Source: an optimization exercise on an open RTL-to-GDS flow (aim: small area, a short achievable clock period and few clock cycles). Production flows keep margins and buffers that such runs may drop. Only simulation tests tie the RTL to the original design; equivalence was not proved. Power and IR drop assume default switching activity.

amber:
==> flow/design.v <==
module CORDIC_angles_ROM_comb (
    input  wire [3:0]  which_angle,
    input  wire        hyp,
    input  wire        lin,
    input  wire [3:0]  e,
    input  wire        a_en,
    output wire [15:0] angle_out
);
    wire [3:0]  i = which_angle;
    wire [15:0] tbl =
        (i == 4'd0) ? 16'b0011001001000100 :                                    
        (i == 4'd1) ? (hyp ? 16'b0010001100101000 : 16'b0001110110101100) :     
        (i == 4'd2) ? (hyp ? 16'b0001000001011001 : 16'b0000111110101110) :     
        (i == 4'd3) ? (hyp ? 16'b0000100000001011 : 16'b0000011111110101) :     
                      (hyp ? 16'b0000010000000001 : 16'b0000001111111111);      
    wire [3:0]  p   = lin ? e : (4'd14 - i);
    wire        en  = lin ? a_en : 1'b1;
    wire [15:0] dec = en ? (16'd1 << p) : 16'd0;
    assign angle_out = (!lin && i < 4'd5) ? tbl : dec;
endmodule
module CORDIC_iteration (
    input  [15:0] x, y, z,
    input  [15:0] x_s, y_s,
    input  [15:0] delta_z,
    input         sigma,      
    input         hyp,
    output [15:0] next_x, next_y, next_z
);
    wire sub_x = sigma ^ hyp;
    bk_add16 ax (.a(x), .b(y_s ^ {16{sub_x}}),  .ci(sub_x),  .s(next_x));
    bk_add16 ay (.a(y), .b(x_s ^ {16{~sigma}}), .ci(~sigma), .s(next_y));
    bk_add16 az (.a(z), .b(delta_z ^ {16{sigma}}), .ci(sigma), .s(next_z));
endmodule
module bk_add16 (
    input  [15:0] a, b,
    input         ci,
    output [15:0] s
);
    wire [15:0] p = a ^ b;
    wire [15:0] g0 = a & b;
    wire [15:0] g = {g0[15:1], g0[0] | (p[0] & ci)};
    wire g10 = g[1] | p[1] & g[0],     p10 = p[1] & p[0];
    wire g32 = g[3] | p[3] & g[2],     p32 = p[3] & p[2];
    wire g54 = g[5] | p[5] & g[4],     p54 = p[5] & p[4];
    wire g76 = g[7] | p[7] & g[6],     p76 = p[7] & p[6];
    wire g98 = g[9] | p[9] & g[8],     p98 = p[9] & p[8];
    wire gba = g[11] | p[11] & g[10],  pba = p[11] & p[10];
    wire gdc = g[13] | p[13] & g[12],  pdc = p[13] & p[12];
    wire g30 = g32 | p32 & g10,        p30 = p32 & p10;
    wire g74 = g76 | p76 & g54,        p74 = p76 & p54;
    wire gb8 = gba | pba & g98,        pb8 = pba & p98;
    wire g70 = g74 | p74 & g30;
    wire [14:0] c;
    assign c[0]  = g[0];
    assign c[1]  = g10;
    assign c[3]  = g30;
    assign c[7]  = g70;
    assign c[11] = gb8 | pb8 & c[7];
    assign c[5]  = g54 | p54 & c[3];
    assign c[9]  = g98 | p98 & c[7];
    assign c[13] = gdc | pdc & c[11];
    assign c[2]  = g[2] | p[2] & c[1];
    assign c[4]  = g[4] | p[4] & c[3];
    assign c[6]  = g[6] | p[6] & c[5];
    assign c[8]  = g[8] | p[8] & c[7];
    assign c[10] = g[10] | p[10] & c[9];
    assign c[12] = g[12] | p[12] & c[11];
    assign c[14] = g[14] | p[14] & c[13];
    assign s = p ^ {c, ci};
endmodule
module CORDIC (
    input             clk,
    input             rst_n,
    input             start,
    input      [1:0]  mode_in,
    input             rot_in,
    input      [4:0]  s,
    input      [15:0] A,
    input      [15:0] B,
    input             a_wr,      
    input             b_wr,      
    input      [15:0] AB_next,   
    output     [15:0] out1,
    output     [15:0] out2,
    output     [1:0]  status,
    output            zero_out,
    output reg        done
);
    localparam signed [15:0] K_INV_Q = 16'sd9949;
    localparam signed [15:0] K_HYP   = 16'b0100110101001000;
    reg  [1:0] mode;
    reg        rot;
    reg        busy, fin;
    reg  [3:0] cnt;
    reg  [3:0] k;
    reg  signed [15:0] x, y, z;
    wire lin  = (mode == 2'b01);
    wire hyp  = (mode == 2'b10);
    wire circ = (mode == 2'b00);
    reg        rep;
    wire [3:0] sh = cnt;
    function [3:0] msb_abs;
        input [15:0] v;
        reg [15:0] u, c;
        reg t;
        integer i;
        begin
            u = v ^ {16{v[15]}};
            t = v[15];
            for (i = 0; i < 16; i = i + 1) begin
                c[i] = u[i] | t;
                t = t & u[i];
            end
            msb_abs = 4'd0;
            for (i = 0; i < 16; i = i + 1)
                if (c[i]) msb_abs = i[3:0];
        end
    endfunction
    reg  [3:0] msb_a, msb_b;
    wire [3:0] msb_w = msb_abs(AB_next);
    always @(posedge clk) begin
        if (!rst_n) begin
            msb_a <= 4'd0;
            msb_b <= 4'd0;
        end else begin
            if (a_wr) msb_a <= msb_w;
            if (b_wr) msb_b <= msb_w;
        end
    end
    wire [5:0] k_d   = {2'b0, msb_b} - (rot_in ? {1'b0, s} : {2'b0, msb_a});
    wire [3:0] k_new = k_d[5] ? 4'd0 : k_d[3:0];
    reg pre;
    function [15:0] rev16;
        input [15:0] v;
        integer i;
        begin
            for (i = 0; i < 16; i = i + 1) rev16[i] = v[15 - i];
        end
    endfunction
    wire signed [15:0] x_s = x >>> sh;
    wire        [15:0] ysh_in = busy ? y : rev16(y);
    wire        [31:0] ysh_ext = {{16{busy & y[15]}}, ysh_in} >> cnt;
    wire        [15:0] y_s = ysh_ext[15:0];
    wire [15:0] dz;
    wire [3:0] kk  = rot ? 4'd0 : k;
    wire [5:0] e   = {1'b0, s} + {2'b0, kk} - {2'b0, sh};
    wire        a_en = ({1'b0, sh} <= s) && (e < 6'd16);
    CORDIC_angles_ROM_comb angles_rom (
        .which_angle(sh), .hyp(hyp), .lin(lin), .e(e[3:0]), .a_en(a_en),
        .angle_out(dz)
    );
    wire iter  = busy & ~pre;
    wire [15:0] x_sg = x_s & {16{iter}};
    wire [15:0] y_sg = y_s & {16{iter & ~lin}};     
    wire [15:0] dz_g = dz & {16{iter}};
    wire sigma = rot ? ~z[15] : y[15];
    wire [15:0] nx, ny, nz;
    CORDIC_iteration iter_stage (
        .x(x), .y(y), .z(z), .x_s(x_sg), .y_s(y_sg), .delta_z(dz_g),
        .sigma(sigma), .hyp(hyp),
        .next_x(nx), .next_y(ny), .next_z(nz)
    );
    wire last = ~pre & (cnt == 4'd11);
    always @(posedge clk) begin
        if (!rst_n) begin
            busy <= 1'b0;
            fin  <= 1'b0;
            done <= 1'b0;
        end else begin
            done <= busy & last;
            if (start) begin
                busy <= 1'b1;
                fin  <= 1'b0;
            end else if (busy & last) begin
                busy <= 1'b0;
                fin  <= 1'b1;
            end
        end
    end
    always @(posedge clk) begin
        if (start) begin
            mode <= mode_in;
            rot  <= rot_in;
            k    <= k_new;
            cnt  <= (mode_in == 2'b01) ? k_new :
                    (mode_in == 2'b10) ? 4'd1 : 4'd0;
            pre  <= (mode_in == 2'b01);
            rep  <= 1'b0;
        end else if (busy) begin
            if (pre) begin
                pre <= 1'b0;
                cnt <= 4'd0;
            end else begin
                if (last)
                    cnt <= k;
                else if (hyp && cnt == 4'd4 && !rep)
                    rep <= 1'b1;
                else
                    cnt <= cnt + 4'd1;
            end
        end
    end
    always @(posedge clk) begin
        if (start) begin
            x <= (rot_in && mode_in != 2'b01) ?
                     ((mode_in == 2'b10) ? K_HYP : K_INV_Q) : A;
            y <= (rot_in && mode_in != 2'b01) ? 16'd0 : B;
            z <= rot_in ? A : 16'd0;
        end else if (busy & pre) begin
            x <= nx;
            y <= rot ? 16'd0 : y_s;
            z <= rot ? y_s : nz;
        end else begin
            x <= nx;
            y <= ny;
            z <= nz;
        end
    end
    assign out1   = lin ? (rot ? rev16(y_s) : z) : x;
    assign out2   = (rot ^ lin) ? y : z;
    assign status = {fin, busy};
    assign zero_out = (mode == 2'b11);
endmodule
`default_nettype none
module tqvp_CORDIC (
    input         clk,
    input         rst_n,
    input  [7:0]  ui_in,
    output [7:0]  uo_out,
    input [5:0]   address,
    input [31:0]  data_in,
    input [1:0]   data_write_n,
    input [1:0]   data_read_n,
    output [31:0] data_out,
    output        data_ready,
    output        user_interrupt
);
    reg  [15:0] A, B;
    reg  [4:0]  shift;
    wire [15:0] out1, out2;
    wire [1:0]  status;
    wire        done;
    wire        zero_out;    
    wire wr    = (data_write_n != 2'b11);
    wire wr_hi = (data_write_n[1] != data_write_n[0]);
    wire start = wr && (address == 6'h0) && data_in[0];
    wire a_wr  = wr && (address == 6'h1);
    wire b_wr  = wr && (address == 6'h2);
    wire [15:0] AB_next = {wr_hi ? data_in[15:8] : (address[1] ? B[15:8] : A[15:8]),
                           data_in[7:0]};
    always @(posedge clk) begin
        if (!rst_n) begin
            A     <= 16'd0;
            B     <= 16'd0;
            shift <= 5'd11;
        end else begin
            if (a_wr)                     A       <= AB_next;
            if (b_wr)                     B       <= AB_next;
            if (address == 6'h3 && wr)    shift   <= data_in[4:0];
        end
    end
    CORDIC cordic_module (
        .clk(clk), .rst_n(rst_n),
        .start(start), .mode_in(data_in[2:1]), .rot_in(data_in[3]),
        .s(shift), .A(A), .B(B), .a_wr(a_wr), .b_wr(b_wr), .AB_next(AB_next),
        .out1(out1), .out2(out2), .status(status), .zero_out(zero_out), .done(done)
    );
    wire hi0   = (address[5:3] == 3'b000);
    wire sel0  = hi0 & (address[2:0] == 3'b000);
    wire sel45 = hi0 & (address[2:1] == 2'b10) & ~zero_out;
    wire sel6  = hi0 & (address[2:0] == 3'b110);
    wire [15:0] out12 = address[0] ? out2 : out1;
    assign data_out = ({32{sel0}} & 32'hbadcaffe) |
                      {16'b0, {16{sel45}} & out12} |
                      {30'b0, {2{sel6}} & status};
    assign data_ready     = 1'b1;
    assign user_interrupt = done;
    assign uo_out         = {6'b0, status};
    wire _unused = &{data_read_n, ui_in, data_in[31:16], 1'b0};
endmodule
export LEC_CHECK = 0
export ABC_AREA = 1
export CAP_MARGIN = 20
export CORE_MARGIN = 2
export CORE_UTILIZATION = 66
export SETUP_SLACK_MARGIN = 5
export SLEW_MARGIN = 20
export TNS_END_PERCENT = 0
create_clock -name core_clock -period 12.0 [get_ports {clk}]
standard.sh (not shown) runs the stock make flow with config.mk's settings and CLKGATE_MAP_FILE= SYNTH_SCRIPT=/design/flow/synth_recipe.tcl, a recipe that flattens the netlist after the stock synthesis.
==> flow/flow/run.sh <==
#!/bin/bash
set -euo pipefail
bash standard.sh SETUP_SLACK_MARGIN=6 finish > flow_make.log 2>&1
In summary, amber completed successfully, with a layout that passed the timing, DRC and antenna checks.
Testbench counts of amber, summed over its fixed seeds: cycles 29,352.
> inputs changed (amber -> garnet)
Settings: CORE_UTILIZATION changed from 66 to 60; TNS_END_PERCENT changed from 0 to 100.
==> flow/flow/run.sh <==
#!/bin/bash
set -euo pipefail
bash standard.sh SETUP_SLACK_MARGIN=6.5 finish > flow_make.log 2>&1
Findings:
- garnet — first-pass GRT wire length about 3.6% higher, amber as reference
- garnet vs. amber: actual transition at the worst max-transition pin down 80 ps; highest fanout seen on the critical path down 6; clock distribution area overhead in the final layout down 0.22 points.
- amber → garnet: non-clock buffer count higher; largest net degree at the start of global routing went down by 2; layout-stage area growth over the synthesis result increased 5.5 points; relative max-transition margin now larger; detailed-route vias per instance has decreased.
- Per the comparison of garnet with amber, critical path arrival moved up, clock group share of total power level.
Here is what was changed in the inputs of harbor compared with garnet.
Settings: CTS_BUF_LIST newly set to sky130_fd_sc_hd__clkbuf_8; CTS_CLUSTER_SIZE newly set to 30.
==> flow/flow/run.sh <==
#!/bin/bash
set -euo pipefail
bash standard.sh SETUP_SLACK_MARGIN=6 finish > flow_make.log 2>&1
Fraction of met2 tracks used by global routing: garnet and harbor compared, higher one is harbor
Worst setup path startpoint = address[5]: garnet; worst setup path startpoint = address[4]: harbor
Final instance area: garnet and harbor compared, higher one is garnet
Total routing usage reported by global routing: harbor > garnet
harbor ends up with a maximum fanout along the worst path that is 2 lower than in garnet.
Modified inputs, lagoon compared to harbor
Settings: TNS_END_PERCENT now 0, was 100; CORE_UTILIZATION now 66, was 60; CTS_CLUSTER_SIZE no longer set, was 30; ABC_AREA now 0, was 1; CTS_BUF_LIST no longer set, was sky130_fd_sc_hd__clkbuf_8.
[summary]
The fmax of lagoon falls short of that of harbor by 2.2%.
harbor -> lagoon: number of buffers outside the clock class in the layout decreased by a few percent
Critical path depth in cells ends up higher on harbor.
Looking at power, lagoon sits 5.4% above harbor.
Sort harbor and lagoon by layout cell share with drive strength beyond 1, descending, and lagoon comes first.
lagoon reports a lower layout overhead on the synthesized area than harbor does.
Across both runs, least setup slack across all paths after layout was lower for lagoon than for harbor.
harbor vs lagoon, end of the critical path: data_out[7] vs data_out[4]
Between harbor and lagoon, the flow reports height of the die increasing slightly.
#### Input delta (onyx over lagoon)
Settings: ABC_AREA: 0 -> 1.
==> flow/flow/run.sh <==
#!/bin/bash
set -euo pipefail
bash standard.sh SETUP_SLACK_MARGIN=6 \
  "CTS_ARGS=-sink_clustering_enable -repair_clock_nets -dont_use_dummy_load" \
  finish > flow_make.log 2>&1
### Flow results
Data arrival time of the critical path in onyx vs lagoon: down 70 ps
From lagoon to onyx the numbers moved as follows: portion of total power attributed to the clock network shrank by 0.5 points; maximum frequency increased by 1.1% relative to the old numbers; post-route fraction of the period consumed by the critical path now sits lower; placed cell area went down.
Diff lagoon -> onyx: met1 capacity usage during global routing fell 1.7 points; number of non-clock inverters in the layout +143; number of hold-slack violations in the final timing report has remained practically unchanged.
For final standard cell area without fillers, dividing the value from lagoon by the value from onyx gives 1.13.
Summary of the comparison: number of cells on the critical path is higher in onyx, relative to lagoon.
For zinc, these inputs were changed with respect to onyx:
Settings: CORE_UTILIZATION changed from 66 to 60.
==> flow/flow/run.sh <==
#!/bin/bash
set -euo pipefail
bash standard.sh SETUP_SLACK_MARGIN=6 finish > flow_make.log 2>&1
--- outcome ---
Taking onyx as the reference point, the non-clock buffer area fraction after layout of zinc rises by 0.50 points.
For zinc, the worst setup path startpoint was address[5], unlike onyx, where it was address[3].
Between zinc and onyx, relative area of clock buffers and inverters in the final design is higher for zinc, onyx comes in under that.
zinc vs onyx on non-clock buffer count: zinc is the higher one.
Count of routing violations after the opening detailed-route iteration shrinks by a little under 10% when moving from onyx to zinc.
When the final numbers for zinc and onyx were put side by side, the clock network power share turned out to be smaller in onyx.
zinc ended up with a higher die height than onyx did.
From onyx to zinc the numbers moved as follows: signed area change from the synthesized netlist to the final layout up 2.3 points, via count of the first global-routing pass up about 2.6%, clock period minus worst slack down 55 ps.
For the critical path depth, zinc came in 4 higher than onyx did.
The higher data arrival time at the worst-slack endpoint came out of onyx.

[afterwards: timing with drivers on the ports]
The flow's constraints put no driver on any port. The routed layouts listed below were extracted and timed again, unchanged, in two steps. Step 1, drivers: a clkbuf_16 drives clk and a buf_2 each remaining input, both assumed. Step 2, shift: input delay + t, output delay - t, t = (earliest + latest rising clock arrival at the registers) / 2. This alone moves slack from input paths to output paths. a / b / c = ideal ports / drivers / drivers and shift; a / b = the first two.
run	t (ns)	setup slack, ns	worst hold slack (ns)	worst setup path at the end	worst data-port slew with drivers (ns)
amber	0.406	5.894 / 5.865 / 5.865	0.495 / 0.495 / 0.495	input to output	0.04
garnet	0.403	5.818 / 5.788 / 5.788	0.507 / 0.507 / 0.507	input to output	0.04
harbor	0.452	5.887 / 5.855 / 5.855	0.509 / 0.509 / 0.509	input to output	0.04
lagoon	0.403	5.747 / 5.721 / 5.721	0.459 / 0.459 / 0.459	input to output	0.05
onyx	0.398	5.816 / 5.796 / 5.796	0.485 / 0.485 / 0.485	input to output	0.04
zinc	0.416	5.871 / 5.838 / 5.838	0.498 / 0.498 / 0.498	input to output	0.04
After both steps every run listed still meets setup and hold. The setup slack of zinc, which loses most, moves by -0.033 ns with the drivers and by -0.033 ns with both steps.
